What follows belongs to an exercise in optimizing a design on an open flow for small area; a production flow would make more cautious choices.
The RTL was checked by simulation tests, not by an equivalence proof against the original design.
No driver is modelled on the clock port, so clocking that relies on it looks cheaper here than on a real chip.
Power is estimated from default activity; no workload was simulated.

===== flow/run.sh =====
#!/bin/bash
# The standard layout (standard.sh, synthesis unchanged) with these changes:
#  - before floorplan, combinational cells that synthesis upsized are swapped
#    back to their smallest drive strength (flow/downsize.tcl); the standard
#    repair steps add drive back where slew, capacitance or timing need it;
#  - the port buffers inserted before global placement are buf_1 instead of
#    the resizer's default choice;
#  - clock tree synthesis uses clkbuf_4 buffers and adds no dummy loads; after
#    it, a clock buffer driving 10 or more pins becomes a clkbuf_8
#    (flow/cts_fix.tcl) to keep clock-pin slews low.
# The full output of the make run goes to standard.log here; ORFS keeps each
# step's own log under orfs/logs/.
set -euo pipefail
here=$(pwd)
export BUFFER_PORTS_ARGS="-buffer_cell sky130_fd_sc_hd__buf_1"
export CTS_ARGS="-sink_clustering_enable -repair_clock_nets -dont_use_dummy_load -sink_clustering_size 12 -root_buf sky130_fd_sc_hd__clkbuf_4 -buf_list {sky130_fd_sc_hd__clkbuf_4}"
export PRE_FLOORPLAN_TCL="$here/flow/downsize.tcl"
export POST_CTS_TCL="$here/flow/cts_fix.tcl"
export CTS_FIX_MIN_SINKS=10
bash standard.sh > standard.log 2>&1

===== standard.sh =====
#!/bin/bash
# synth_recipe.tcl (not shown) runs the flow's synth.tcl, then flattens the netlist and writes it again
# the make line also repeats each setting of config.mk as NAME=value (left out here)
make -C /OpenROAD-flow-scripts/flow DESIGN_CONFIG=/design/flow/config.mk WORK_HOME=/design/flow/orfs CLKGATE_MAP_FILE= SYNTH_SCRIPT=/design/flow/synth_recipe.tcl "${@:-finish}"

===== design.v =====
module half_adder(input wire a, input wire b, output wire s, output wire co);
    assign s  = a ^ b;
    assign co = a & b;
endmodule
module full_adder(input wire a, input wire b, input wire ci, output wire s, output wire co);
    assign s  = a ^ b ^ ci;
    assign co = (a & b) | (a & ci) | (b & ci);
endmodule
module booth_sel(input wire one, input wire two, input wire neg, input wire a, input wire am1, output wire x);
    assign x = ((one & a) | (two & am1)) ^ neg;
endmodule
module booth_sel1(input wire one, input wire neg, input wire a, output wire x);
    assign x = (one & a) ^ neg;
endmodule
module booth_selm(input wire one, input wire two, input wire neg, input wire a, output wire xn);
    assign xn = ~(((one | two) & a) ^ neg);
endmodule
module multi16x16(
    input   wire            a_signed,
    input   wire            b_signed,
    input   wire    [15:0]  mula,
    input   wire    [15:0]  mulb,
    output  wire    [31:0]  out
);
    wire a_top = a_signed & mula[15];
    wire b_top = b_signed & mulb[15];
    wire one0 = mulb[0];
    wire two0 = mulb[1] & ~mulb[0];
    wire neg0 = mulb[1];
    wire n1;
    assign n1 = (one0 & mula[0]) ^ neg0;
    wire n2;
    assign n2 = ((one0 & mula[1]) | (two0 & mula[0])) ^ neg0;
    wire n3;
    assign n3 = ((one0 & mula[2]) | (two0 & mula[1])) ^ neg0;
    wire n4;
    assign n4 = ((one0 & mula[3]) | (two0 & mula[2])) ^ neg0;
    wire n5;
    assign n5 = ((one0 & mula[4]) | (two0 & mula[3])) ^ neg0;
    wire n6;
    assign n6 = ((one0 & mula[5]) | (two0 & mula[4])) ^ neg0;
    wire n7;
    assign n7 = ((one0 & mula[6]) | (two0 & mula[5])) ^ neg0;
    wire n8;
    assign n8 = ((one0 & mula[7]) | (two0 & mula[6])) ^ neg0;
    wire n9;
    assign n9 = ((one0 & mula[8]) | (two0 & mula[7])) ^ neg0;
    wire n10;
    assign n10 = ((one0 & mula[9]) | (two0 & mula[8])) ^ neg0;
    wire n11;
    assign n11 = ((one0 & mula[10]) | (two0 & mula[9])) ^ neg0;
    wire n12;
    assign n12 = ((one0 & mula[11]) | (two0 & mula[10])) ^ neg0;
    wire n13;
    assign n13 = ((one0 & mula[12]) | (two0 & mula[11])) ^ neg0;
    wire n14;
    assign n14 = ((one0 & mula[13]) | (two0 & mula[12])) ^ neg0;
    wire n15;
    assign n15 = ((one0 & mula[14]) | (two0 & mula[13])) ^ neg0;
    wire n16;
    assign n16 = ((one0 & mula[15]) | (two0 & mula[14])) ^ neg0;
    wire n17;
    assign n17 = ((one0 & a_top) | (two0 & mula[15])) ^ neg0;
    wire n18;
    assign n18 = ~(((one0 | two0) & a_top) ^ neg0);
    wire one1 = mulb[2] ^ mulb[1];
    wire two1 = (mulb[3] & ~mulb[2] & ~mulb[1]) | (~mulb[3] & mulb[2] & mulb[1]);
    wire neg1 = mulb[3];
    wire n19;
    assign n19 = (one1 & mula[0]) ^ neg1;
    wire n20;
    assign n20 = ((one1 & mula[1]) | (two1 & mula[0])) ^ neg1;
    wire n21;
    assign n21 = ((one1 & mula[2]) | (two1 & mula[1])) ^ neg1;
    wire n22;
    assign n22 = ((one1 & mula[3]) | (two1 & mula[2])) ^ neg1;
    wire n23;
    assign n23 = ((one1 & mula[4]) | (two1 & mula[3])) ^ neg1;
    wire n24;
    assign n24 = ((one1 & mula[5]) | (two1 & mula[4])) ^ neg1;
    wire n25;
    assign n25 = ((one1 & mula[6]) | (two1 & mula[5])) ^ neg1;
    wire n26;
    assign n26 = ((one1 & mula[7]) | (two1 & mula[6])) ^ neg1;
    wire n27;
    assign n27 = ((one1 & mula[8]) | (two1 & mula[7])) ^ neg1;
    wire n28;
    assign n28 = ((one1 & mula[9]) | (two1 & mula[8])) ^ neg1;
    wire n29;
    assign n29 = ((one1 & mula[10]) | (two1 & mula[9])) ^ neg1;
    wire n30;
    assign n30 = ((one1 & mula[11]) | (two1 & mula[10])) ^ neg1;
    wire n31;
    assign n31 = ((one1 & mula[12]) | (two1 & mula[11])) ^ neg1;
    wire n32;
    assign n32 = ((one1 & mula[13]) | (two1 & mula[12])) ^ neg1;
    wire n33;
    assign n33 = ((one1 & mula[14]) | (two1 & mula[13])) ^ neg1;
    wire n34;
    assign n34 = ((one1 & mula[15]) | (two1 & mula[14])) ^ neg1;
    wire n35;
    assign n35 = ((one1 & a_top) | (two1 & mula[15])) ^ neg1;
    wire n36;
    assign n36 = ~(((one1 | two1) & a_top) ^ neg1);
    wire one2 = mulb[4] ^ mulb[3];
    wire two2 = (mulb[5] & ~mulb[4] & ~mulb[3]) | (~mulb[5] & mulb[4] & mulb[3]);
    wire neg2 = mulb[5];
    wire n37;
    assign n37 = (one2 & mula[0]) ^ neg2;
    wire n38;
    assign n38 = ((one2 & mula[1]) | (two2 & mula[0])) ^ neg2;
    wire n39;
    assign n39 = ((one2 & mula[2]) | (two2 & mula[1])) ^ neg2;
    wire n40;
    assign n40 = ((one2 & mula[3]) | (two2 & mula[2])) ^ neg2;
    wire n41;
    assign n41 = ((one2 & mula[4]) | (two2 & mula[3])) ^ neg2;
    wire n42;
    assign n42 = ((one2 & mula[5]) | (two2 & mula[4])) ^ neg2;
    wire n43;
    assign n43 = ((one2 & mula[6]) | (two2 & mula[5])) ^ neg2;
    wire n44;
    assign n44 = ((one2 & mula[7]) | (two2 & mula[6])) ^ neg2;
    wire n45;
    assign n45 = ((one2 & mula[8]) | (two2 & mula[7])) ^ neg2;
    wire n46;
    assign n46 = ((one2 & mula[9]) | (two2 & mula[8])) ^ neg2;
    wire n47;
    assign n47 = ((one2 & mula[10]) | (two2 & mula[9])) ^ neg2;
    wire n48;
    assign n48 = ((one2 & mula[11]) | (two2 & mula[10])) ^ neg2;
    wire n49;
    assign n49 = ((one2 & mula[12]) | (two2 & mula[11])) ^ neg2;
    wire n50;
    assign n50 = ((one2 & mula[13]) | (two2 & mula[12])) ^ neg2;
    wire n51;
    assign n51 = ((one2 & mula[14]) | (two2 & mula[13])) ^ neg2;
    wire n52;
    assign n52 = ((one2 & mula[15]) | (two2 & mula[14])) ^ neg2;
    wire n53;
    assign n53 = ((one2 & a_top) | (two2 & mula[15])) ^ neg2;
    wire n54;
    assign n54 = ~(((one2 | two2) & a_top) ^ neg2);
    wire one3 = mulb[6] ^ mulb[5];
    wire two3 = (mulb[7] & ~mulb[6] & ~mulb[5]) | (~mulb[7] & mulb[6] & mulb[5]);
    wire neg3 = mulb[7];
    wire n55;
    assign n55 = (one3 & mula[0]) ^ neg3;
    wire n56;
    assign n56 = ((one3 & mula[1]) | (two3 & mula[0])) ^ neg3;
    wire n57;
    assign n57 = ((one3 & mula[2]) | (two3 & mula[1])) ^ neg3;
    wire n58;
    assign n58 = ((one3 & mula[3]) | (two3 & mula[2])) ^ neg3;
    wire n59;
    assign n59 = ((one3 & mula[4]) | (two3 & mula[3])) ^ neg3;
    wire n60;
    assign n60 = ((one3 & mula[5]) | (two3 & mula[4])) ^ neg3;
    wire n61;
    assign n61 = ((one3 & mula[6]) | (two3 & mula[5])) ^ neg3;
    wire n62;
    assign n62 = ((one3 & mula[7]) | (two3 & mula[6])) ^ neg3;
    wire n63;
    assign n63 = ((one3 & mula[8]) | (two3 & mula[7])) ^ neg3;
    wire n64;
    assign n64 = ((one3 & mula[9]) | (two3 & mula[8])) ^ neg3;
    wire n65;
    assign n65 = ((one3 & mula[10]) | (two3 & mula[9])) ^ neg3;
    wire n66;
    assign n66 = ((one3 & mula[11]) | (two3 & mula[10])) ^ neg3;
    wire n67;
    assign n67 = ((one3 & mula[12]) | (two3 & mula[11])) ^ neg3;
    wire n68;
    assign n68 = ((one3 & mula[13]) | (two3 & mula[12])) ^ neg3;
    wire n69;
    assign n69 = ((one3 & mula[14]) | (two3 & mula[13])) ^ neg3;
    wire n70;
    assign n70 = ((one3 & mula[15]) | (two3 & mula[14])) ^ neg3;
    wire n71;
    assign n71 = ((one3 & a_top) | (two3 & mula[15])) ^ neg3;
    wire n72;
    assign n72 = ~(((one3 | two3) & a_top) ^ neg3);
    wire one4 = mulb[8] ^ mulb[7];
    wire two4 = (mulb[9] & ~mulb[8] & ~mulb[7]) | (~mulb[9] & mulb[8] & mulb[7]);
    wire neg4 = mulb[9];
    wire n73;
    assign n73 = (one4 & mula[0]) ^ neg4;
    wire n74;
    assign n74 = ((one4 & mula[1]) | (two4 & mula[0])) ^ neg4;
    wire n75;
    assign n75 = ((one4 & mula[2]) | (two4 & mula[1])) ^ neg4;
    wire n76;
    assign n76 = ((one4 & mula[3]) | (two4 & mula[2])) ^ neg4;
    wire n77;
    assign n77 = ((one4 & mula[4]) | (two4 & mula[3])) ^ neg4;
    wire n78;
    assign n78 = ((one4 & mula[5]) | (two4 & mula[4])) ^ neg4;
    wire n79;
    assign n79 = ((one4 & mula[6]) | (two4 & mula[5])) ^ neg4;
    wire n80;
    assign n80 = ((one4 & mula[7]) | (two4 & mula[6])) ^ neg4;
    wire n81;
    assign n81 = ((one4 & mula[8]) | (two4 & mula[7])) ^ neg4;
    wire n82;
    assign n82 = ((one4 & mula[9]) | (two4 & mula[8])) ^ neg4;
    wire n83;
    assign n83 = ((one4 & mula[10]) | (two4 & mula[9])) ^ neg4;
    wire n84;
    assign n84 = ((one4 & mula[11]) | (two4 & mula[10])) ^ neg4;
    wire n85;
    assign n85 = ((one4 & mula[12]) | (two4 & mula[11])) ^ neg4;
    wire n86;
    assign n86 = ((one4 & mula[13]) | (two4 & mula[12])) ^ neg4;
    wire n87;
    assign n87 = ((one4 & mula[14]) | (two4 & mula[13])) ^ neg4;
    wire n88;
    assign n88 = ((one4 & mula[15]) | (two4 & mula[14])) ^ neg4;
    wire n89;
    assign n89 = ((one4 & a_top) | (two4 & mula[15])) ^ neg4;
    wire n90;
    assign n90 = ~(((one4 | two4) & a_top) ^ neg4);
    wire one5 = mulb[10] ^ mulb[9];
    wire two5 = (mulb[11] & ~mulb[10] & ~mulb[9]) | (~mulb[11] & mulb[10] & mulb[9]);
    wire neg5 = mulb[11];
    wire n91;
    assign n91 = (one5 & mula[0]) ^ neg5;
    wire n92;
    assign n92 = ((one5 & mula[1]) | (two5 & mula[0])) ^ neg5;
    wire n93;
    assign n93 = ((one5 & mula[2]) | (two5 & mula[1])) ^ neg5;
    wire n94;
    assign n94 = ((one5 & mula[3]) | (two5 & mula[2])) ^ neg5;
    wire n95;
    assign n95 = ((one5 & mula[4]) | (two5 & mula[3])) ^ neg5;
    wire n96;
    assign n96 = ((one5 & mula[5]) | (two5 & mula[4])) ^ neg5;
    wire n97;
    assign n97 = ((one5 & mula[6]) | (two5 & mula[5])) ^ neg5;
    wire n98;
    assign n98 = ((one5 & mula[7]) | (two5 & mula[6])) ^ neg5;
    wire n99;
    assign n99 = ((one5 & mula[8]) | (two5 & mula[7])) ^ neg5;
    wire n100;
    assign n100 = ((one5 & mula[9]) | (two5 & mula[8])) ^ neg5;
    wire n101;
    assign n101 = ((one5 & mula[10]) | (two5 & mula[9])) ^ neg5;
    wire n102;
    assign n102 = ((one5 & mula[11]) | (two5 & mula[10])) ^ neg5;
    wire n103;
    assign n103 = ((one5 & mula[12]) | (two5 & mula[11])) ^ neg5;
    wire n104;
    assign n104 = ((one5 & mula[13]) | (two5 & mula[12])) ^ neg5;
    wire n105;
    assign n105 = ((one5 & mula[14]) | (two5 & mula[13])) ^ neg5;
    wire n106;
    assign n106 = ((one5 & mula[15]) | (two5 & mula[14])) ^ neg5;
    wire n107;
    assign n107 = ((one5 & a_top) | (two5 & mula[15])) ^ neg5;
    wire n108;
    assign n108 = ~(((one5 | two5) & a_top) ^ neg5);
    wire one6 = mulb[12] ^ mulb[11];
    wire two6 = (mulb[13] & ~mulb[12] & ~mulb[11]) | (~mulb[13] & mulb[12] & mulb[11]);
    wire neg6 = mulb[13];
    wire n109;
    assign n109 = (one6 & mula[0]) ^ neg6;
    wire n110;
    assign n110 = ((one6 & mula[1]) | (two6 & mula[0])) ^ neg6;
    wire n111;
    assign n111 = ((one6 & mula[2]) | (two6 & mula[1])) ^ neg6;
    wire n112;
    assign n112 = ((one6 & mula[3]) | (two6 & mula[2])) ^ neg6;
    wire n113;
    assign n113 = ((one6 & mula[4]) | (two6 & mula[3])) ^ neg6;
    wire n114;
    assign n114 = ((one6 & mula[5]) | (two6 & mula[4])) ^ neg6;
    wire n115;
    assign n115 = ((one6 & mula[6]) | (two6 & mula[5])) ^ neg6;
    wire n116;
    assign n116 = ((one6 & mula[7]) | (two6 & mula[6])) ^ neg6;
    wire n117;
    assign n117 = ((one6 & mula[8]) | (two6 & mula[7])) ^ neg6;
    wire n118;
    assign n118 = ((one6 & mula[9]) | (two6 & mula[8])) ^ neg6;
    wire n119;
    assign n119 = ((one6 & mula[10]) | (two6 & mula[9])) ^ neg6;
    wire n120;
    assign n120 = ((one6 & mula[11]) | (two6 & mula[10])) ^ neg6;
    wire n121;
    assign n121 = ((one6 & mula[12]) | (two6 & mula[11])) ^ neg6;
    wire n122;
    assign n122 = ((one6 & mula[13]) | (two6 & mula[12])) ^ neg6;
    wire n123;
    assign n123 = ((one6 & mula[14]) | (two6 & mula[13])) ^ neg6;
    wire n124;
    assign n124 = ((one6 & mula[15]) | (two6 & mula[14])) ^ neg6;
    wire n125;
    assign n125 = ((one6 & a_top) | (two6 & mula[15])) ^ neg6;
    wire n126;
    assign n126 = ~(((one6 | two6) & a_top) ^ neg6);
    wire one7 = mulb[14] ^ mulb[13];
    wire two7 = (mulb[15] & ~mulb[14] & ~mulb[13]) | (~mulb[15] & mulb[14] & mulb[13]);
    wire neg7 = mulb[15];
    wire n127;
    assign n127 = (one7 & mula[0]) ^ neg7;
    wire n128;
    assign n128 = ((one7 & mula[1]) | (two7 & mula[0])) ^ neg7;
    wire n129;
    assign n129 = ((one7 & mula[2]) | (two7 & mula[1])) ^ neg7;
    wire n130;
    assign n130 = ((one7 & mula[3]) | (two7 & mula[2])) ^ neg7;
    wire n131;
    assign n131 = ((one7 & mula[4]) | (two7 & mula[3])) ^ neg7;
    wire n132;
    assign n132 = ((one7 & mula[5]) | (two7 & mula[4])) ^ neg7;
    wire n133;
    assign n133 = ((one7 & mula[6]) | (two7 & mula[5])) ^ neg7;
    wire n134;
    assign n134 = ((one7 & mula[7]) | (two7 & mula[6])) ^ neg7;
    wire n135;
    assign n135 = ((one7 & mula[8]) | (two7 & mula[7])) ^ neg7;
    wire n136;
    assign n136 = ((one7 & mula[9]) | (two7 & mula[8])) ^ neg7;
    wire n137;
    assign n137 = ((one7 & mula[10]) | (two7 & mula[9])) ^ neg7;
    wire n138;
    assign n138 = ((one7 & mula[11]) | (two7 & mula[10])) ^ neg7;
    wire n139;
    assign n139 = ((one7 & mula[12]) | (two7 & mula[11])) ^ neg7;
    wire n140;
    assign n140 = ((one7 & mula[13]) | (two7 & mula[12])) ^ neg7;
    wire n141;
    assign n141 = ((one7 & mula[14]) | (two7 & mula[13])) ^ neg7;
    wire n142;
    assign n142 = ((one7 & mula[15]) | (two7 & mula[14])) ^ neg7;
    wire n143;
    assign n143 = ((one7 & a_top) | (two7 & mula[15])) ^ neg7;
    wire n144;
    assign n144 = ~(((one7 | two7) & a_top) ^ neg7);
    wire one8 = b_top ^ mulb[15];
    wire neg8 = b_top;
    wire n145;
    assign n145 = (one8 & mula[0]) ^ neg8;
    wire n146;
    assign n146 = (one8 & mula[1]) ^ neg8;
    wire n147;
    assign n147 = (one8 & mula[2]) ^ neg8;
    wire n148;
    assign n148 = (one8 & mula[3]) ^ neg8;
    wire n149;
    assign n149 = (one8 & mula[4]) ^ neg8;
    wire n150;
    assign n150 = (one8 & mula[5]) ^ neg8;
    wire n151;
    assign n151 = (one8 & mula[6]) ^ neg8;
    wire n152;
    assign n152 = (one8 & mula[7]) ^ neg8;
    wire n153;
    assign n153 = (one8 & mula[8]) ^ neg8;
    wire n154;
    assign n154 = (one8 & mula[9]) ^ neg8;
    wire n155;
    assign n155 = (one8 & mula[10]) ^ neg8;
    wire n156;
    assign n156 = (one8 & mula[11]) ^ neg8;
    wire n157;
    assign n157 = (one8 & mula[12]) ^ neg8;
    wire n158;
    assign n158 = (one8 & mula[13]) ^ neg8;
    wire n159;
    assign n159 = (one8 & mula[14]) ^ neg8;
    wire n160;
    assign n160 = (one8 & mula[15]) ^ neg8;
    wire n161, n162;
    half_adder ha1 (.a(neg0), .b(n1), .s(n161), .co(n162));
    wire n163, n164;
    half_adder ha2 (.a(n2), .b(n162), .s(n163), .co(n164));
    wire n165, n166;
    full_adder fa1 (.a(neg1), .b(n3), .ci(n19), .s(n165), .co(n166));
    wire n167, n168;
    half_adder ha3 (.a(n164), .b(n165), .s(n167), .co(n168));
    wire n169, n170;
    full_adder fa2 (.a(n4), .b(n20), .ci(n166), .s(n169), .co(n170));
    wire n171, n172;
    half_adder ha4 (.a(n168), .b(n169), .s(n171), .co(n172));
    wire n173, n174;
    full_adder fa3 (.a(neg2), .b(n5), .ci(n21), .s(n173), .co(n174));
    wire n175, n176;
    full_adder fa4 (.a(n37), .b(n173), .ci(n170), .s(n175), .co(n176));
    wire n177, n178;
    half_adder ha5 (.a(n172), .b(n175), .s(n177), .co(n178));
    wire n179, n180;
    full_adder fa5 (.a(n6), .b(n22), .ci(n38), .s(n179), .co(n180));
    wire n181, n182;
    full_adder fa6 (.a(n174), .b(n179), .ci(n176), .s(n181), .co(n182));
    wire n183, n184;
    half_adder ha6 (.a(n178), .b(n181), .s(n183), .co(n184));
    wire n185, n186;
    full_adder fa7 (.a(neg3), .b(n7), .ci(n23), .s(n185), .co(n186));
    wire n187, n188;
    full_adder fa8 (.a(n39), .b(n55), .ci(n180), .s(n187), .co(n188));
    wire n189, n190;
    full_adder fa9 (.a(n185), .b(n187), .ci(n182), .s(n189), .co(n190));
    wire n191, n192;
    full_adder fa10 (.a(n8), .b(n24), .ci(n40), .s(n191), .co(n192));
    wire n193, n194;
    full_adder fa11 (.a(n56), .b(n186), .ci(n191), .s(n193), .co(n194));
    wire n195, n196;
    full_adder fa12 (.a(n188), .b(n193), .ci(n190), .s(n195), .co(n196));
    wire n197, n198;
    full_adder fa13 (.a(neg4), .b(n9), .ci(n25), .s(n197), .co(n198));
    wire n199, n200;
    full_adder fa14 (.a(n41), .b(n57), .ci(n73), .s(n199), .co(n200));
    wire n201, n202;
    full_adder fa15 (.a(n192), .b(n197), .ci(n199), .s(n201), .co(n202));
    wire n203, n204;
    half_adder ha7 (.a(n194), .b(n201), .s(n203), .co(n204));
    wire n205, n206;
    full_adder fa16 (.a(n10), .b(n26), .ci(n42), .s(n205), .co(n206));
    wire n207, n208;
    full_adder fa17 (.a(n58), .b(n74), .ci(n198), .s(n207), .co(n208));
    wire n209, n210;
    full_adder fa18 (.a(n200), .b(n205), .ci(n207), .s(n209), .co(n210));
    wire n211, n212;
    full_adder fa19 (.a(n202), .b(n209), .ci(n204), .s(n211), .co(n212));
    wire n213, n214;
    full_adder fa20 (.a(neg5), .b(n11), .ci(n27), .s(n213), .co(n214));
    wire n215, n216;
    full_adder fa21 (.a(n43), .b(n59), .ci(n75), .s(n215), .co(n216));
    wire n217, n218;
    full_adder fa22 (.a(n91), .b(n206), .ci(n213), .s(n217), .co(n218));
    wire n219, n220;
    full_adder fa23 (.a(n215), .b(n208), .ci(n217), .s(n219), .co(n220));
    wire n221, n222;
    full_adder fa24 (.a(n210), .b(n219), .ci(n212), .s(n221), .co(n222));
    wire n223, n224;
    full_adder fa25 (.a(n12), .b(n28), .ci(n44), .s(n223), .co(n224));
    wire n225, n226;
    full_adder fa26 (.a(n60), .b(n76), .ci(n92), .s(n225), .co(n226));
    wire n227, n228;
    full_adder fa27 (.a(n214), .b(n216), .ci(n223), .s(n227), .co(n228));
    wire n229, n230;
    full_adder fa28 (.a(n225), .b(n218), .ci(n227), .s(n229), .co(n230));
    wire n231, n232;
    full_adder fa29 (.a(n220), .b(n229), .ci(n222), .s(n231), .co(n232));
    wire n233, n234;
    full_adder fa30 (.a(neg6), .b(n13), .ci(n29), .s(n233), .co(n234));
    wire n235, n236;
    full_adder fa31 (.a(n45), .b(n61), .ci(n77), .s(n235), .co(n236));
    wire n237, n238;
    full_adder fa32 (.a(n93), .b(n109), .ci(n224), .s(n237), .co(n238));
    wire n239, n240;
    full_adder fa33 (.a(n226), .b(n233), .ci(n235), .s(n239), .co(n240));
    wire n241, n242;
    full_adder fa34 (.a(n237), .b(n228), .ci(n239), .s(n241), .co(n242));
    wire n243, n244;
    half_adder ha8 (.a(n230), .b(n241), .s(n243), .co(n244));
    wire n245, n246;
    full_adder fa35 (.a(n14), .b(n30), .ci(n46), .s(n245), .co(n246));
    wire n247, n248;
    full_adder fa36 (.a(n62), .b(n78), .ci(n94), .s(n247), .co(n248));
    wire n249, n250;
    full_adder fa37 (.a(n110), .b(n234), .ci(n236), .s(n249), .co(n250));
    wire n251, n252;
    full_adder fa38 (.a(n245), .b(n247), .ci(n238), .s(n251), .co(n252));
    wire n253, n254;
    full_adder fa39 (.a(n240), .b(n249), .ci(n251), .s(n253), .co(n254));
    wire n255, n256;
    full_adder fa40 (.a(n242), .b(n253), .ci(n244), .s(n255), .co(n256));
    wire n257, n258;
    full_adder fa41 (.a(neg7), .b(n15), .ci(n31), .s(n257), .co(n258));
    wire n259, n260;
    full_adder fa42 (.a(n47), .b(n63), .ci(n79), .s(n259), .co(n260));
    wire n261, n262;
    full_adder fa43 (.a(n95), .b(n111), .ci(n127), .s(n261), .co(n262));
    wire n263, n264;
    full_adder fa44 (.a(n246), .b(n248), .ci(n257), .s(n263), .co(n264));
    wire n265, n266;
    full_adder fa45 (.a(n259), .b(n261), .ci(n250), .s(n265), .co(n266));
    wire n267, n268;
    full_adder fa46 (.a(n263), .b(n252), .ci(n265), .s(n267), .co(n268));
    wire n269, n270;
    full_adder fa47 (.a(n254), .b(n267), .ci(n256), .s(n269), .co(n270));
    wire n271, n272;
    full_adder fa48 (.a(n16), .b(n32), .ci(n48), .s(n271), .co(n272));
    wire n273, n274;
    full_adder fa49 (.a(n64), .b(n80), .ci(n96), .s(n273), .co(n274));
    wire n275, n276;
    full_adder fa50 (.a(n112), .b(n128), .ci(n258), .s(n275), .co(n276));
    wire n277, n278;
    full_adder fa51 (.a(n260), .b(n262), .ci(n271), .s(n277), .co(n278));
    wire n279, n280;
    full_adder fa52 (.a(n273), .b(n275), .ci(n264), .s(n279), .co(n280));
    wire n281, n282;
    full_adder fa53 (.a(n277), .b(n266), .ci(n279), .s(n281), .co(n282));
    wire n283, n284;
    half_adder ha9 (.a(n268), .b(n281), .s(n283), .co(n284));
    wire n285, n286;
    full_adder fa54 (.a(neg8), .b(n17), .ci(n33), .s(n285), .co(n286));
    wire n287, n288;
    full_adder fa55 (.a(n49), .b(n65), .ci(n81), .s(n287), .co(n288));
    wire n289, n290;
    full_adder fa56 (.a(n97), .b(n113), .ci(n129), .s(n289), .co(n290));
    wire n291, n292;
    full_adder fa57 (.a(n145), .b(n272), .ci(n274), .s(n291), .co(n292));
    wire n293, n294;
    full_adder fa58 (.a(n285), .b(n287), .ci(n289), .s(n293), .co(n294));
    wire n295, n296;
    full_adder fa59 (.a(n276), .b(n278), .ci(n291), .s(n295), .co(n296));
    wire n297, n298;
    full_adder fa60 (.a(n293), .b(n280), .ci(n295), .s(n297), .co(n298));
    wire n299, n300;
    full_adder fa61 (.a(n282), .b(n297), .ci(n284), .s(n299), .co(n300));
    wire n301 = ~n18;
    wire n302, n303;
    full_adder fa62 (.a(n34), .b(n50), .ci(n66), .s(n302), .co(n303));
    wire n304, n305;
    full_adder fa63 (.a(n82), .b(n98), .ci(n114), .s(n304), .co(n305));
    wire n306, n307;
    full_adder fa64 (.a(n130), .b(n146), .ci(n301), .s(n306), .co(n307));
    wire n308, n309;
    full_adder fa65 (.a(n286), .b(n288), .ci(n290), .s(n308), .co(n309));
    wire n310, n311;
    full_adder fa66 (.a(n302), .b(n304), .ci(n306), .s(n310), .co(n311));
    wire n312, n313;
    full_adder fa67 (.a(n292), .b(n294), .ci(n308), .s(n312), .co(n313));
    wire n314, n315;
    full_adder fa68 (.a(n310), .b(n296), .ci(n312), .s(n314), .co(n315));
    wire n316, n317;
    half_adder ha10 (.a(n298), .b(n314), .s(n316), .co(n317));
    wire n318 = ~n35;
    wire n319, n320;
    full_adder fa69 (.a(n51), .b(n67), .ci(n83), .s(n319), .co(n320));
    wire n321, n322;
    full_adder fa70 (.a(n99), .b(n115), .ci(n131), .s(n321), .co(n322));
    wire n323, n324;
    full_adder fa71 (.a(n147), .b(n18), .ci(n318), .s(n323), .co(n324));
    wire n325, n326;
    full_adder fa72 (.a(n303), .b(n305), .ci(n307), .s(n325), .co(n326));
    wire n327, n328;
    full_adder fa73 (.a(n319), .b(n321), .ci(n323), .s(n327), .co(n328));
    wire n329, n330;
    full_adder fa74 (.a(n309), .b(n311), .ci(n325), .s(n329), .co(n330));
    wire n331, n332;
    full_adder fa75 (.a(n327), .b(n313), .ci(n329), .s(n331), .co(n332));
    wire n333, n334;
    full_adder fa76 (.a(n315), .b(n331), .ci(n317), .s(n333), .co(n334));
    wire n335, n336;
    full_adder fa77 (.a(n36), .b(n52), .ci(n68), .s(n335), .co(n336));
    wire n337, n338;
    full_adder fa78 (.a(n84), .b(n100), .ci(n116), .s(n337), .co(n338));
    wire n339, n340;
    full_adder fa79 (.a(n132), .b(n148), .ci(n35), .s(n339), .co(n340));
    wire n341, n342;
    full_adder fa80 (.a(n320), .b(n322), .ci(n324), .s(n341), .co(n342));
    wire n343, n344;
    full_adder fa81 (.a(n335), .b(n337), .ci(n339), .s(n343), .co(n344));
    wire n345, n346;
    full_adder fa82 (.a(n326), .b(n328), .ci(n341), .s(n345), .co(n346));
    wire n347, n348;
    full_adder fa83 (.a(n343), .b(n330), .ci(n345), .s(n347), .co(n348));
    wire n349, n350;
    half_adder ha11 (.a(n332), .b(n347), .s(n349), .co(n350));
    wire n351 = ~n53;
    wire n352, n353;
    full_adder fa84 (.a(n69), .b(n85), .ci(n101), .s(n352), .co(n353));
    wire n354, n355;
    full_adder fa85 (.a(n117), .b(n133), .ci(n149), .s(n354), .co(n355));
    wire n356, n357;
    full_adder fa86 (.a(n351), .b(n336), .ci(n338), .s(n356), .co(n357));
    wire n358, n359;
    full_adder fa87 (.a(n340), .b(n352), .ci(n354), .s(n358), .co(n359));
    wire n360, n361;
    full_adder fa88 (.a(n342), .b(n344), .ci(n356), .s(n360), .co(n361));
    wire n362, n363;
    full_adder fa89 (.a(n358), .b(n346), .ci(n360), .s(n362), .co(n363));
    wire n364, n365;
    full_adder fa90 (.a(n348), .b(n362), .ci(n350), .s(n364), .co(n365));
    wire n366, n367;
    full_adder fa91 (.a(n54), .b(n70), .ci(n86), .s(n366), .co(n367));
    wire n368, n369;
    full_adder fa92 (.a(n102), .b(n118), .ci(n134), .s(n368), .co(n369));
    wire n370, n371;
    full_adder fa93 (.a(n150), .b(n53), .ci(n353), .s(n370), .co(n371));
    wire n372, n373;
    full_adder fa94 (.a(n355), .b(n366), .ci(n368), .s(n372), .co(n373));
    wire n374, n375;
    full_adder fa95 (.a(n357), .b(n370), .ci(n359), .s(n374), .co(n375));
    wire n376, n377;
    full_adder fa96 (.a(n372), .b(n361), .ci(n374), .s(n376), .co(n377));
    wire n378, n379;
    half_adder ha12 (.a(n363), .b(n376), .s(n378), .co(n379));
    wire n380 = ~n71;
    wire n381, n382;
    full_adder fa97 (.a(n87), .b(n103), .ci(n119), .s(n381), .co(n382));
    wire n383, n384;
    full_adder fa98 (.a(n135), .b(n151), .ci(n380), .s(n383), .co(n384));
    wire n385, n386;
    full_adder fa99 (.a(n367), .b(n369), .ci(n381), .s(n385), .co(n386));
    wire n387, n388;
    full_adder fa100 (.a(n383), .b(n371), .ci(n373), .s(n387), .co(n388));
    wire n389, n390;
    full_adder fa101 (.a(n385), .b(n375), .ci(n387), .s(n389), .co(n390));
    wire n391, n392;
    full_adder fa102 (.a(n377), .b(n389), .ci(n379), .s(n391), .co(n392));
    wire n393, n394;
    full_adder fa103 (.a(n72), .b(n88), .ci(n104), .s(n393), .co(n394));
    wire n395, n396;
    full_adder fa104 (.a(n120), .b(n136), .ci(n152), .s(n395), .co(n396));
    wire n397, n398;
    full_adder fa105 (.a(n71), .b(n382), .ci(n384), .s(n397), .co(n398));
    wire n399, n400;
    full_adder fa106 (.a(n393), .b(n395), .ci(n386), .s(n399), .co(n400));
    wire n401, n402;
    full_adder fa107 (.a(n397), .b(n388), .ci(n399), .s(n401), .co(n402));
    wire n403, n404;
    half_adder ha13 (.a(n390), .b(n401), .s(n403), .co(n404));
    wire n405 = ~n89;
    wire n406, n407;
    full_adder fa108 (.a(n105), .b(n121), .ci(n137), .s(n406), .co(n407));
    wire n408, n409;
    full_adder fa109 (.a(n153), .b(n405), .ci(n394), .s(n408), .co(n409));
    wire n410, n411;
    full_adder fa110 (.a(n396), .b(n406), .ci(n398), .s(n410), .co(n411));
    wire n412, n413;
    full_adder fa111 (.a(n408), .b(n410), .ci(n400), .s(n412), .co(n413));
    wire n414, n415;
    full_adder fa112 (.a(n402), .b(n412), .ci(n404), .s(n414), .co(n415));
    wire n416, n417;
    full_adder fa113 (.a(n90), .b(n106), .ci(n122), .s(n416), .co(n417));
    wire n418, n419;
    full_adder fa114 (.a(n138), .b(n154), .ci(n89), .s(n418), .co(n419));
    wire n420, n421;
    full_adder fa115 (.a(n407), .b(n416), .ci(n418), .s(n420), .co(n421));
    wire n422, n423;
    full_adder fa116 (.a(n409), .b(n420), .ci(n411), .s(n422), .co(n423));
    wire n424, n425;
    half_adder ha14 (.a(n422), .b(n413), .s(n424), .co(n425));
    wire n426 = ~n107;
    wire n427, n428;
    full_adder fa117 (.a(n123), .b(n139), .ci(n155), .s(n427), .co(n428));
    wire n429, n430;
    full_adder fa118 (.a(n426), .b(n417), .ci(n419), .s(n429), .co(n430));
    wire n431, n432;
    full_adder fa119 (.a(n427), .b(n421), .ci(n429), .s(n431), .co(n432));
    wire n433, n434;
    full_adder fa120 (.a(n431), .b(n423), .ci(n425), .s(n433), .co(n434));
    wire n435, n436;
    full_adder fa121 (.a(n108), .b(n124), .ci(n140), .s(n435), .co(n436));
    wire n437, n438;
    full_adder fa122 (.a(n156), .b(n107), .ci(n428), .s(n437), .co(n438));
    wire n439, n440;
    full_adder fa123 (.a(n435), .b(n430), .ci(n437), .s(n439), .co(n440));
    wire n441, n442;
    half_adder ha15 (.a(n432), .b(n439), .s(n441), .co(n442));
    wire n443 = ~n125;
    wire n444, n445;
    full_adder fa124 (.a(n141), .b(n157), .ci(n443), .s(n444), .co(n445));
    wire n446, n447;
    full_adder fa125 (.a(n436), .b(n444), .ci(n438), .s(n446), .co(n447));
    wire n448, n449;
    full_adder fa126 (.a(n440), .b(n446), .ci(n442), .s(n448), .co(n449));
    wire n450, n451;
    full_adder fa127 (.a(n126), .b(n142), .ci(n158), .s(n450), .co(n451));
    wire n452, n453;
    full_adder fa128 (.a(n125), .b(n445), .ci(n450), .s(n452), .co(n453));
    wire n454, n455;
    full_adder fa129 (.a(n452), .b(n447), .ci(n449), .s(n454), .co(n455));
    wire n456 = ~n143;
    wire n457, n458;
    full_adder fa130 (.a(n159), .b(n456), .ci(n451), .s(n457), .co(n458));
    wire n459, n460;
    half_adder ha16 (.a(n457), .b(n453), .s(n459), .co(n460));
    wire n461, n462;
    full_adder fa131 (.a(n144), .b(n160), .ci(n143), .s(n461), .co(n462));
    wire n463, n464;
    full_adder fa132 (.a(n461), .b(n458), .ci(n460), .s(n463), .co(n464));
    wire n465, n466;
    half_adder ha17 (.a(n184), .b(n189), .s(n465), .co(n466));
    wire n467, n468;
    half_adder ha18 (.a(n196), .b(n203), .s(n467), .co(n468));
    wire n469, n470;
    half_adder ha19 (.a(n232), .b(n243), .s(n469), .co(n470));
    wire n471, n472;
    half_adder ha20 (.a(n270), .b(n283), .s(n471), .co(n472));
    wire n473, n474;
    half_adder ha21 (.a(n300), .b(n316), .s(n473), .co(n474));
    wire n475, n476;
    half_adder ha22 (.a(n334), .b(n349), .s(n475), .co(n476));
    wire n477, n478;
    half_adder ha23 (.a(n365), .b(n378), .s(n477), .co(n478));
    wire n479, n480;
    half_adder ha24 (.a(n392), .b(n403), .s(n479), .co(n480));
    wire n481, n482;
    half_adder ha25 (.a(n415), .b(n424), .s(n481), .co(n482));
    wire n483, n484;
    half_adder ha26 (.a(n434), .b(n441), .s(n483), .co(n484));
    wire n485, n486;
    half_adder ha27 (.a(n455), .b(n459), .s(n485), .co(n486));
    wire n487 = n195 & n466;
    wire n488 = n195 & n465;
    wire n489 = n211 & n468;
    wire n490 = n211 & n467;
    wire n491 = n231 & n221;
    wire n492 = n255 & n470;
    wire n493 = n255 & n469;
    wire n494 = n471 & n269;
    wire n495 = n473 & n299;
    wire n496 = n475 & n333;
    wire n497 = n477 & n364;
    wire n498 = n479 & n391;
    wire n499 = n481 & n414;
    wire n500 = n483 & n433;
    wire n501 = n454 & n448;
    wire n502 = n463 & n486;
    wire n503 = n463 & n485;
    wire n504 = n489 | (n490 & n487);
    wire n505 = n490 & n488;
    wire n506 = n493 & n491;
    wire n507 = n474 | (n495 & n472);
    wire n508 = n495 & n494;
    wire n509 = n478 | (n497 & n476);
    wire n510 = n497 & n496;
    wire n511 = n482 | (n499 & n480);
    wire n512 = n499 & n498;
    wire n513 = n501 & n484;
    wire n514 = n501 & n500;
    wire n515 = n492 | (n506 & n504);
    wire n516 = n506 & n505;
    wire n517 = n509 | (n510 & n507);
    wire n518 = n510 & n508;
    wire n519 = n513 | (n514 & n511);
    wire n520 = n514 & n512;
    wire n521 = n517 | (n518 & n515);
    wire n522 = n518 & n516;
    wire n523 = n519 | (n520 & n521);
    wire n524 = n520 & n522;
    wire n525 = n507 | (n508 & n515);
    wire n526 = n508 & n516;
    wire n527 = n511 | (n512 & n521);
    wire n528 = n512 & n522;
    wire n529 = n491 & n504;
    wire n530 = n491 & n505;
    wire n531 = n472 | (n494 & n515);
    wire n532 = n494 & n516;
    wire n533 = n476 | (n496 & n525);
    wire n534 = n496 & n526;
    wire n535 = n480 | (n498 & n521);
    wire n536 = n498 & n522;
    wire n537 = n484 | (n500 & n527);
    wire n538 = n500 & n528;
    wire n539 = n502 | (n503 & n523);
    wire n540 = n503 & n524;
    wire n541 = n468 | (n467 & n487);
    wire n542 = n467 & n488;
    wire n543 = n221 & n504;
    wire n544 = n221 & n505;
    wire n545 = n470 | (n469 & n529);
    wire n546 = n469 & n530;
    wire n547 = n269 & n515;
    wire n548 = n269 & n516;
    wire n549 = n299 & n531;
    wire n550 = n299 & n532;
    wire n551 = n333 & n525;
    wire n552 = n333 & n526;
    wire n553 = n364 & n533;
    wire n554 = n364 & n534;
    wire n555 = n391 & n521;
    wire n556 = n391 & n522;
    wire n557 = n414 & n535;
    wire n558 = n414 & n536;
    wire n559 = n433 & n527;
    wire n560 = n433 & n528;
    wire n561 = n448 & n537;
    wire n562 = n448 & n538;
    wire n563 = n486 | (n485 & n523);
    wire n564 = n485 & n524;
    wire n565 = n195 ^ n466;
    wire n566 = n467 ^ n487;
    wire n567 = n211 ^ n541;
    wire n568 = n221 ^ n504;
    wire n569 = n231 ^ n543;
    wire n570 = n469 ^ n529;
    wire n571 = n255 ^ n545;
    wire n572 = n269 ^ n515;
    wire n573 = n471 ^ n547;
    wire n574 = n299 ^ n531;
    wire n575 = n473 ^ n549;
    wire n576 = n333 ^ n525;
    wire n577 = n475 ^ n551;
    wire n578 = n364 ^ n533;
    wire n579 = n477 ^ n553;
    wire n580 = n391 ^ n521;
    wire n581 = n479 ^ n555;
    wire n582 = n414 ^ n535;
    wire n583 = n481 ^ n557;
    wire n584 = n433 ^ n527;
    wire n585 = n483 ^ n559;
    wire n586 = n448 ^ n537;
    wire n587 = n454 ^ n561;
    wire n588 = n485 ^ n523;
    wire n589 = n463 ^ n563;
    assign out[0] = n161;  
    assign out[1] = n163;  
    assign out[2] = n167;  
    assign out[3] = n171;  
    assign out[4] = n177;  
    assign out[5] = n183;  
    assign out[6] = n465;  
    assign out[7] = n565;  
    assign out[8] = n566;  
    assign out[9] = n567;  
    assign out[10] = n568;  
    assign out[11] = n569;  
    assign out[12] = n570;  
    assign out[13] = n571;  
    assign out[14] = n572;  
    assign out[15] = n573;  
    assign out[16] = n574;  
    assign out[17] = n575;  
    assign out[18] = n576;  
    assign out[19] = n577;  
    assign out[20] = n578;  
    assign out[21] = n579;  
    assign out[22] = n580;  
    assign out[23] = n581;  
    assign out[24] = n582;  
    assign out[25] = n583;  
    assign out[26] = n584;  
    assign out[27] = n585;  
    assign out[28] = n586;  
    assign out[29] = n587;  
    assign out[30] = n588;  
    assign out[31] = n589;  
endmodule
module mul16_top(
    input   wire            clk,
    input   wire            a_signed,
    input   wire            b_signed,
    input   wire    [15:0]  mula,
    input   wire    [15:0]  mulb,
    output  reg     [31:0]  p
);
reg             a_signed_q, b_signed_q;
reg     [15:0]  mula_q, mulb_q;
wire    [31:0]  prod;
always @(posedge clk) begin
    a_signed_q <= a_signed;
    b_signed_q <= b_signed;
    mula_q     <= mula;
    mulb_q     <= mulb;
    p          <= prod;
end
multi16x16 mult(
    .a_signed(a_signed_q),
    .b_signed(b_signed_q),
    .mula(mula_q),
    .mulb(mulb_q),
    .out(prod)
);
endmodule

===== config.mk =====
export PLATFORM = sky130hd
export DESIGN_NAME = mul16_top
export DESIGN_NICKNAME = mul16_top
export VERILOG_FILES = /design/flow/design.v
export SDC_FILE = /design/flow/constraint.sdc
export NUM_CORES = 4
export LEC_CHECK = 0
export ABC_AREA = 1
export CAP_MARGIN = 20
export CORE_MARGIN = 2
export CORE_UTILIZATION = 55
export CTS_BUF_LIST = sky130_fd_sc_hd__clkbuf_4 sky130_fd_sc_hd__clkbuf_8
export CTS_CLUSTER_SIZE = 16
export SLEW_MARGIN = 20
export SYNTH_HIERARCHICAL = 1

===== flow/cts_fix.tcl =====
# POST_CTS hook: a clkbuf_4 clock buffer that drives many flip-flops is
# swapped for a clkbuf_8 so that every clock pin's slew stays well inside the
# limit; the placement is then legalized again.
set db [ord::get_db]
set block [[$db getChip] getBlock]
set big [$db findMaster sky130_fd_sc_hd__clkbuf_8]
set n 0
foreach inst [$block getInsts] {
  if {[[$inst getMaster] getName] != "sky130_fd_sc_hd__clkbuf_4"} { continue }
  set out [$inst findITerm X]
  set net [$out getNet]
  if {$net == "NULL"} { continue }
  set sinks [expr {[llength [$net getITerms]] - 1}]
  if {$sinks >= $::env(CTS_FIX_MIN_SINKS)} {
    puts "clock buffer [$inst getName] drives $sinks pins: clkbuf_8"
    $inst swapMaster $big
    incr n
  }
}
puts "upsized $n clock buffers"
if {$n > 0} {
  detailed_placement
  check_placement -verbose
  estimate_parasitics -placement
}

===== flow/downsize.tcl =====
# PRE_FLOORPLAN hook: swap every combinational cell that synthesis upsized
# (drive strength 2 or more) back to its smallest variant of the same
# function; buffers, clock cells, flip-flops and adder cells are left alone.
# The standard flow's later repair steps add drive back where slew,
# capacitance or timing need it.
set db [ord::get_db]
set block [[$db getChip] getBlock]
set n 0
foreach inst [$block getInsts] {
  set m [[$inst getMaster] getName]
  if {![regexp {^sky130_fd_sc_hd__([a-z0-9]+)_([0-9]+)$} $m -> base drive]} { continue }
  if {$drive < 2} { continue }
  if {[regexp {^(buf|clkbuf|clkinv|dfxtp|fa|ha|conb|dly|clkdly)} $base]} { continue }
  foreach d {1 0} {
    set new [$db findMaster sky130_fd_sc_hd__${base}_$d]
    if {$new != "NULL"} {
      puts "downsize [$inst getName] $m -> sky130_fd_sc_hd__${base}_$d"
      $inst swapMaster $new
      incr n
      break
    }
  }
}
puts "downsized $n instances"

===== constraint.sdc =====
create_clock -name core_clock -period 6.5 [get_ports {clk}]
set_input_delay 1.3000 -clock core_clock [delete_from_list [all_inputs] [get_ports {clk}]]
set_output_delay 1.3000 -clock core_clock [all_outputs]
set_load 0.01 [all_outputs]

==> impl_metrics.yaml, run 1 <==
outcome:
  status: "no timing/DRC/antenna violations"
critical_path:
  start_kind: "register"
  worstPathMaxFanout: 17
  crit_family: "adder cells"
  critical_path.startpoint: "mulb_q[5]"
  critPathKind: "register to register"
  r2r_start: "mulb_q[5]"
  end_kind: "register"
  cp_slowest_cell: "dfxtp_1"
  cp.arrival_ns: 6.23
  required_ns: 6.84
  cp_common_cell: "fa_1"
  cp_cell_sequence: "or2_1 -> nand2_1 -> o22ai_1 -> xor2_1 -> fa_1 -> fa_1 -> fa_1 -> fa_1 -> ha_1 -> fa_1 -> ha_1 -> nand2_1 -> nor2_1 -> inv_1 -> nor2_1 -> nand2_1 -> nand2_1 -> nand3_1 -> o21ai_0 -> ha_1 -> nor2_1 -> xnor2_1"
  worst-path-buf-inv: 1
  cp_slowest_stage_delay_ns: 0.63
grt:
  grt_usage_pct: 28.1
  grt_pass1_wl_mm: 31.9
  antenna_found_initial: 2
  grt-ovfl-total: 0
  grt_pass1_vias: 5947
  grt_start_max_net_pins: 20
route:
  drt_pre_antenna_iters: 5
  top_layer: "met4"
  postRouteAntennaNets: 0
  dr_wl_met2_mm: 9.31
  met3WireLength_mm: 1.51
  routed-via-count: 5721
  wl_per_cell_um: 20.7
  vias_per_cell: 5.90
  drc: 0
  wl_met1_mm: 8.67
  dr.first_iter.drc_count: 500
  totalWireLength_mm: 20.0
sta:
  clock_skew_ns: 0.0362
  fin_setup_tns_ns: 0
  whs_ns: 0.649
  setup_slack_ns: 0.608
  rsz0062_at_grt: "false"
  tightest_slew_ns: 1.00
  min_period_ns: 5.89
  fmax_ghz: 0.170
  drv_slew: 0
  slew_headroom_pct: 32.8
  finalCritPeriodShare_pct: 90.6
  setup_violations: 0
  hold_viol: 0
floorplan:
  die_w_um: 124
  initial_core_util_pct: 56.6
  fp.coreArea_um2: 13900
  io_pins: 67
  fp.dieH_um: 124
  dieArea_um2: 15300
  rows: 43
final_layout:
  final_layout_size_suffix_gt1_share_pct: 2.66
  final_net_count: 997
  postLayoutCellArea_um2: 7980
power_and_ir_drop:
  vdd_drop_max_mv: 0.436
  leakagePower_nw: 3.41
  power.density_nw_per_um2: 663
clocking:
  clk_latency_ns: 0.47
  clkSinkCount: 66
  cts_tree: "done"
  clk_pin_slew_ns: 0.10
placed_design:
  numPortBuffers: 66
  dp_hpwl_mm: 14.8
  dpl_worst_slack_ns: 0.704
  gp_congestion: 0.931
  dpl_cell_area_um2: 7900
worst_hold_path:
  min_path_type: "register to register"
  hp-start: "mula_q[0]"
synthesis:
  netlist_instances: 784
  synth_warnings: 7
  synth_fp_nets: 991
job:
  drv_cap: 0
-- metrics by stage --
| step | cells | utilization (%) | total power [mW] |
|---|---|---|---|
| after floorplan | 784 | - | 5.60 |
| after global placement | 959 | 56.7 | 4.97 |
| after detailed placement | 959 | 56.7 | 5.11 |
| after global routing | 970 | 57.3 | 6.03 |
| final | 970 | 57.3 | 5.29 |
-- placed cells by master (no fill, tap or decap), drive strengths merged --
cell	n
clkinv	1
nand3	4
clkbuf	9
diode	2
a21oi	23
xor2	135
nor2	27
inv	38
o221ai	13
xnor2	3
a31oi	7
a31o	1
o22ai	114
o21ai	4
fa	132
ha	40
nand4	1
o21bai	2
dfxtp	66
a22oi	1
nand2	82
or2	7
buf	78
-- cell type report --
class	count	area, um^2
inverter	39	146
sequential	66	1320
multi-input combinational	596	5870
clock buffer	9	80.1
antenna	2	5.00
tap	180	225
fill	1252	5950
timing repair buffer	78	338
-- registers in the layout (all words and copies together) (netlist names) --
signal	cells
a_signed_q	1
mula_q	16
mulb_q	16
p	32
b_signed_q	1
-- path summary, 6_finish.rpt --
check	depth (start not counted)	slack (ns)	end
hold / removal	2	0.65	p[1]
hold reg to reg	2	0.65	p[1]
setup reg to reg	22	0.61	p[31]
setup / recovery	22	0.61	p[31]
-- tightest hold or removal path: cells and delay by family, from the launching register on --
kind / cells / cell delay, ns
DFF: 1 / 0.32
AOI/OAI and AO/OA: 1 / 0.18
adders and majority gates: 1 / 0.13
-- power breakdown --
| part | internal, mW | total, mW | switching (mW) |
|---|---|---|---|
| combinational | 1.94 | 4.41 | 2.47 |
| clock | 0.0768 | 0.214 | 0.137 |
| sequential | 0.636 | 0.671 | 0.0343 |
-- routing by layer --
layer  GRT usage (%)  vias to the layer above
met4            9.73                        0
met5               0                        -
met1            37.7                     2821
met2            44.7                      248
li1                -                     2613
met3            6.50                       39
==> run 2, diff against run 1 <==
--- a/flow/run.sh
+++ b/flow/run.sh
@@ -4,4 +4,6 @@
 #    back to their smallest drive strength (flow/downsize.tcl); the standard
 #    repair steps add drive back where slew, capacitance or timing need it;
+#  - global placement is not timing-driven (no rebuffering there); the
+#    synthesis buffers are still removed before it (flow/unbuffer.tcl);
 #  - the port buffers inserted before global placement are buf_1 instead of
 #    the resizer's default choice;
@@ -17,4 +19,5 @@
 export PRE_FLOORPLAN_TCL="$here/flow/downsize.tcl"
 export POST_CTS_TCL="$here/flow/cts_fix.tcl"
+export PRE_GLOBAL_PLACE_TCL="$here/flow/unbuffer.tcl"
 export CTS_FIX_MIN_SINKS=10
 bash standard.sh > standard.log 2>&1
==> flow/unbuffer.tcl (new file) <==
# PRE_GLOBAL_PLACE hook: remove the buffers synthesis inserted, as the
# standard flow does when global placement is timing-driven; the standard
# repair_design step after placement adds back the buffers that slew,
# capacitance or fanout limits need.
remove_buffers
--- a/config.mk
+++ b/config.mk
@@ -12,4 +12,5 @@
 export CTS_BUF_LIST = sky130_fd_sc_hd__clkbuf_4 sky130_fd_sc_hd__clkbuf_8
 export CTS_CLUSTER_SIZE = 16
+export GPL_TIMING_DRIVEN = 0
 export SLEW_MARGIN = 20
 export SYNTH_HIERARCHICAL = 1
==> run 2 against run 1 <==
Against the previous run:
- largest cell class unchanged
- non-clock buffer count down 11
- die area unchanged
- cell count shrank 1.2%
- combinational power down 2%
- design area down 0.78%
- clock power grew 2%
- power is 1.5% lower
- wire length down 6.9%
==> impl_metrics.yaml, run 2 <==
outcome:
  status: "no timing/DRC/antenna violations"
power_and_ir_drop:
  seq_power_share_pct: 13.2
  internal_power_mw: 2.63
  power_switching_mw: 2.58
  switching_share_pct: 49.6
  power.density_nw_per_um2: 658
  p_comb_share_pct: 82.6
  clockPowerShare_pct: 4.2
  vdd_drop_max_mv: 0.499
  leakagePower_nw: 3.36
job:
  drv_cap: 0
final_layout:
  top_register: "p"
  final_common_cell: "xor2_1"
  multiInputGateArea_um2: 5870
  layout_common_cells: "135 x xor2_1, 132 x fa_1, 114 x o22ai_1"
  largest_register_ffs: 32
  final_layout_size_suffix_gt1_share_pct: 2.32
  postLayoutCellArea_um2: 7920
  fillers: 1253
  final_util_pct: 56.8
  register_area_um2: 1340
  final_net_count: 986
  top_regs: "p x32, mula_q x16, mulb_q x16"
grt:
  grt-ovfl-total: 0
  grt_pass1_wl_mm: 30.5
  grt_start_max_net_pins: 24
  grt_usage_pct: 26.7
  grt_pass1_vias: 5727
  antenna_found_initial: 1
clocking:
  cts_tree: "done"
  clkSinkCount: 66
  clk_pin_slew_ns: 0.09
  clk_latency_ns: 0.47
critical_path:
  worst-path-buf-inv: 1
  crit_family: "adder cells"
  end_kind: "register"
  critPathKind: "register to register"
  cp_common_cell: "fa_1"
  start_kind: "register"
  cp_cell_sequence: "inv_1 -> nand2_1 -> nand2_1 -> o22ai_1 -> xor2_1 -> fa_1 -> fa_1 -> fa_1 -> fa_1 -> fa_1 -> fa_1 -> ha_1 -> nand4_1 -> nor2_1 -> nand2_1 -> nand2_1 -> nand3_1 -> o21ai_0 -> ha_1 -> nor2_1 -> xnor2_1"
  required_ns: 6.86
  worstPathMaxFanout: 23
  cp_slowest_cell: "dfxtp_2"
  cp_slowest_stage_delay_ns: 0.77
  cp.arrival_ns: 6.43
placed_design:
  gp_congestion: 0.903
  dpl_cell_area_um2: 7820
  dp_hpwl_mm: 13.8
  dpl_worst_slack_ns: -0.0503
  numPortBuffers: 66
sta:
  rsz0062_at_grt: "false"
  slew_headroom_pct: 34.5
  drv_slew: 0
  finalCritPeriodShare_pct: 93.3
  clock_skew_ns: 0.0353
  hold_viol: 0
  min_period_ns: 6.07
  setup_violations: 0
  setup_slack_ns: 0.434
  fmax_ghz: 0.165
  tightest_slew_ns: 0.978
route:
  totalWireLength_mm: 18.6
  postRouteAntennaNets: 0
  routed-via-count: 5744
  drc: 0
  drt_pre_antenna_iters: 5
  wl_per_cell_um: 19.5
  dr.first_iter.drc_count: 495
  vias_per_cell: 6.00
synthesis:
  netlist_instances: 784
  synth_warnings: 7
  synth_fp_nets: 991
floorplan:
  io_pins: 67
  die_w_um: 124
  dieArea_um2: 15300
  fp.coreArea_um2: 13900
  fp.dieH_um: 124
  initial_core_util_pct: 56.6
  rows: 43
worst_hold_path:
  min_path_type: "register to register"
[run 2: per-layer routing]
metal	wire length, um	share of wire (%)	global-route usage (%)
met1	8350	45	38.1
met2	8600	46	41.7
met3	1430	7.7	5.45
met4	267	1.4	6.75
met5	0	0	0
[run 2: worst min-delay path: stages (launching register included)]
cell and delay [ns]:
dfxtp_1 0.32, o221ai_1 0.18, ha_1 0.14
[run 2: power by group through the flow]
stage | clock (mW) | combinational (mW) | sequential [mW]
2_1_floorplan | 0 | 4.86 | 0.738
5_1_grt | 0.244 | 5.03 | 0.704
6_report | 0.219 | 4.31 | 0.690
3_5_place_dp | 0 | 4.34 | 0.701
3_3_place_gp | 0 | 4.19 | 0.697
[run 2: worst paths after layout]
kind,start,to,slack (ns),cells past startpoint
setup / recovery,mulb_q[5],p[31],0.43,21
hold / removal,mula_q[0],p[1],0.66,2
setup reg to reg,mulb_q[5],p[31],0.43,21
hold reg to reg,mula_q[0],p[1],0.66,2
[run 2: area by class of cell]
cell class,count,area share (%)
clock buffer,9,1.01
timing repair buffer,67,3.22
multi-input combinational,596,74.1
tap,180,2.84
sequential,66,16.9
antenna,1,0.0316
inverter,39,1.90
[run 2: per-stage QoR]
step                hold WS [ns]  power [mW]  instances  TNS [ns]
finish                     0.658        5.21        958         0
detailed placement         0.634        5.04        947   -0.0913
global route               0.685        5.97        958         0
floorplan                  0.568        5.60        784         0
global placement           0.644        4.88        947     -3.25

afterwards: timing with drivers on the ports:
Ports are ideal in the flow. The routed layouts listed here were re-timed in OpenROAD.
Step 1 sets driving cells, clkbuf_16 on the clock port and buf_2 on the other inputs (assumed; they add their load-dependent delay and slew).
Step 2 also shifts input and output timing later by t, the mid clock arrival at the registers, as if the neighbouring blocks saw the same clock.
a / b / c = ideal / step 1 / step 2; a / b = the first two.
run	t (ns)	slack for setup (ns)	hold slack, ns
run 1	0.484	0.608 / 0.608 / 0.608	0.649 / 0.649 / 0.649
run 2	0.493	0.434 / 0.434 / 0.434	0.658 / 0.658 / 0.658
After both steps setup and hold are still met in every run listed.
